This design comes from an exercise in tuning for small area and a short achievable clock period on the open sky130 flow, not from production work. Function was checked by simulation only, so behaviour that the tests miss may differ from the original. Power and IR drop assume default switching activity.

## Top
module Top #(parameter DATA = 32, ADDR = 32)(
    input  wire             pclk,
    input  wire             presetn,
    input  wire             transfer,
    input  wire             rw,
    input  wire [ADDR-1:0]  addr_in,
    input  wire [DATA-1:0]  data_in,
    output wire [DATA-1:0]  prdata
);
Size: ~4100 flip-flops, ~100 I/O pins, ~0.14 mm² of cells after synthesis.
==> module Slave, before the edit <==
module Slave (
    input  wire        pclk,
    input  wire        presetn,
    input  wire        acc,
    input  wire        rw,
    input  wire [6:0]  addr,
    input  wire [31:0] wdata,
    output reg  [31:0] prdata
);
    reg [31:0] mem [0:127];
    wire wr = acc & rw;
    wire rd = acc & ~rw;
    wire [7:0]  plo, plo_w;
    wire [15:0] phi, phi_w;
    PREDEC u_pr (.addr(addr), .lo(plo),   .hi(phi));
    PREDEC u_pw (.addr(addr), .lo(plo_w), .hi(phi_w));
    wire [127:0] rsel, rsel_h, wsel;
    genvar i, b, g;
    generate
        for (i = 0; i < 128; i = i + 1) begin : g_word
            AND3 u_r (.a(plo[i % 8]), .b(phi[i / 8]), .c(rd), .y(rsel[i]));
            AND3 u_rh (.a(plo[i % 8]), .b(phi[i / 8]), .c(rd), .y(rsel_h[i]));
            AND3 u_w (.a(plo_w[i % 8]), .b(phi_w[i / 8]), .c(wr), .y(wsel[i]));
            always @(posedge pclk)
                if (wsel[i])
                    mem[i] <= wdata;
        end
    endgenerate
    wire [31:0] nxt;
    generate
        for (b = 0; b < 32; b = b + 1) begin : g_bit
            wire [42:0] y;
            wire [127:0] rs = (b < 16) ? rsel : rsel_h;
            for (g = 0; g < 42; g = g + 1) begin : g_aoi
                AOI222 u (.a0(mem[3*g][b]), .s0(rs[3*g]),
                          .a1(mem[3*g+1][b]), .s1(rs[3*g+1]),
                          .a2(mem[3*g+2][b]), .s2(rs[3*g+2]), .y(y[g]));
            end
            AOI222 u_last (.a0(mem[126][b]), .s0(rs[126]),
                           .a1(mem[127][b]), .s1(rs[127]),
                           .a2(prdata[b]), .s2(~rd), .y(y[42]));
            wire [10:0] z;
            for (g = 0; g < 10; g = g + 1) begin : g_and
                AND4 u (.a(y[4*g]), .b(y[4*g+1]), .c(y[4*g+2]), .d(y[4*g+3]), .y(z[g]));
            end
            AND3 u_a3 (.a(y[40]), .b(y[41]), .c(y[42]), .y(z[10]));
            wire [2:0] w;
            AND4 u_w0 (.a(z[0]), .b(z[1]), .c(z[2]),  .d(z[3]), .y(w[0]));
            AND4 u_w1 (.a(z[4]), .b(z[5]), .c(z[6]),  .d(z[7]), .y(w[1]));
            AND3 u_w2 (.a(z[8]), .b(z[9]), .c(z[10]), .y(w[2]));
            NAND3 u_f (.a(w[0]), .b(w[1]), .c(w[2]), .y(nxt[b]));
        end
    endgenerate
    always @(posedge pclk or negedge presetn) begin
        if (!presetn)
            prdata <= 32'b0;
        else
            prdata <= nxt;
    end
endmodule
==> module PREDEC, before the edit <==
module PREDEC (input wire [6:0] addr, output wire [7:0] lo, output wire [15:0] hi);
    assign lo = 8'b1 << addr[2:0];
    assign hi = 16'b1 << addr[6:3];
endmodule
Settings: LEC_CHECK=0, CAP_MARGIN=20, CELL_PAD_IN_SITES_DETAIL_PLACEMENT=0, CELL_PAD_IN_SITES_GLOBAL_PLACEMENT=0, CORE_MARGIN=2, CORE_UTILIZATION=66, CTS_CLUSTER_DIAMETER=100, CTS_CLUSTER_SIZE=25, PLACE_DENSITY=0.75, SLEW_MARGIN=20, SYNTH_HIERARCHICAL=1, SYNTH_MINIMUM_KEEP_SIZE=0; clock period 9.0 ns.
standard.sh (not shown) runs the stock make flow with config.mk's settings and CLKGATE_MAP_FILE= SYNTH_SCRIPT=/design/flow/synth_recipe.tcl, a recipe that flattens the netlist after the stock synthesis.
==> flow/flow/run.sh <==
#!/bin/bash
set -euo pipefail
bash standard.sh \
  SETUP_SLACK_MARGIN=6 \
  "BUFFER_PORTS_ARGS=-buffer_cell sky130_fd_sc_hd__buf_4" \
  finish > flow_make.log 2>&1
Next try:
--- a/flow/design.v
+++ b/flow/design.v
@@ -28,19 +28,17 @@
 );
     reg [31:0] mem [0:127];
     wire wr = acc & rw;
     wire rd = acc & ~rw;
-    wire [7:0]  plo, plo_w;
-    wire [15:0] phi, phi_w;
-    PREDEC u_pr (.addr(addr), .lo(plo),   .hi(phi));
-    PREDEC u_pw (.addr(addr), .lo(plo_w), .hi(phi_w));
+    wire [7:0]  plo = 8'b1 << addr[2:0];
+    wire [15:0] phi = 16'b1 << addr[6:3];
     wire [127:0] rsel, rsel_h, wsel;
     genvar i, b, g;
     generate
         for (i = 0; i < 128; i = i + 1) begin : g_word
             AND3 u_r (.a(plo[i % 8]), .b(phi[i / 8]), .c(rd), .y(rsel[i]));
             AND3 u_rh (.a(plo[i % 8]), .b(phi[i / 8]), .c(rd), .y(rsel_h[i]));
-            AND3 u_w (.a(plo_w[i % 8]), .b(phi_w[i / 8]), .c(wr), .y(wsel[i]));
+            AND3 u_w (.a(plo[i % 8]), .b(phi[i / 8]), .c(wr), .y(wsel[i]));
             always @(posedge pclk)
                 if (wsel[i])
                     mem[i] <= wdata;
         end
@@ -88,12 +86,8 @@
 endmodule
 module NAND3 (input wire a, b, c, output wire y);
     assign y = ~(a & b & c);
 endmodule
-module PREDEC (input wire [6:0] addr, output wire [7:0] lo, output wire [15:0] hi);
-    assign lo = 8'b1 << addr[2:0];
-    assign hi = 16'b1 << addr[6:3];
-endmodule
 module Top #(parameter DATA = 32, ADDR = 32)(
     input  wire             pclk,
     input  wire             presetn,
     input  wire             transfer,
Effect:
- worst setup slack gains 0.13 ns
- routed wire length rose by about 6%
- sequential power stays flat
- die area is about the same
- maximum frequency came out higher by 3.6%
- count of clock-buffer cells in the layout went up by 5
- utilization went up by 0.68 points
- final area went up by about 0.8%
- clock skew climbs by 0.021 ns

-- what the ideal ports hide --
The results above use ideal ports. As a check the final layouts listed here were re-extracted and re-timed, cells and wires unchanged. Step 1: set_driving_cell puts a clkbuf_16 on pclk and a buf_2 on each other input, an assumption about the parent block. Step 2 times the ports against the registers' clock, not the clock port: input delays grow and output delays shrink by t, the midpoint of the rising clock arrivals with the driver on. a / b / c = ideal / step 1 / step 2; a / b = the first two.
run | shift t [ns] | setup slack, ns | latest minus earliest clock arrival (ns)
the first run | 0.976 | 5.328 / 5.113 / 4.136 | 0.047 / 0.047
the second run | 0.964 | 5.456 / 5.332 / 4.369 | 0.069 / 0.069
After both steps every run listed still meets setup and hold. For the first run, which loses most, drivers alone change the setup slack by -0.215 ns; drivers and shift together by -1.192 ns.
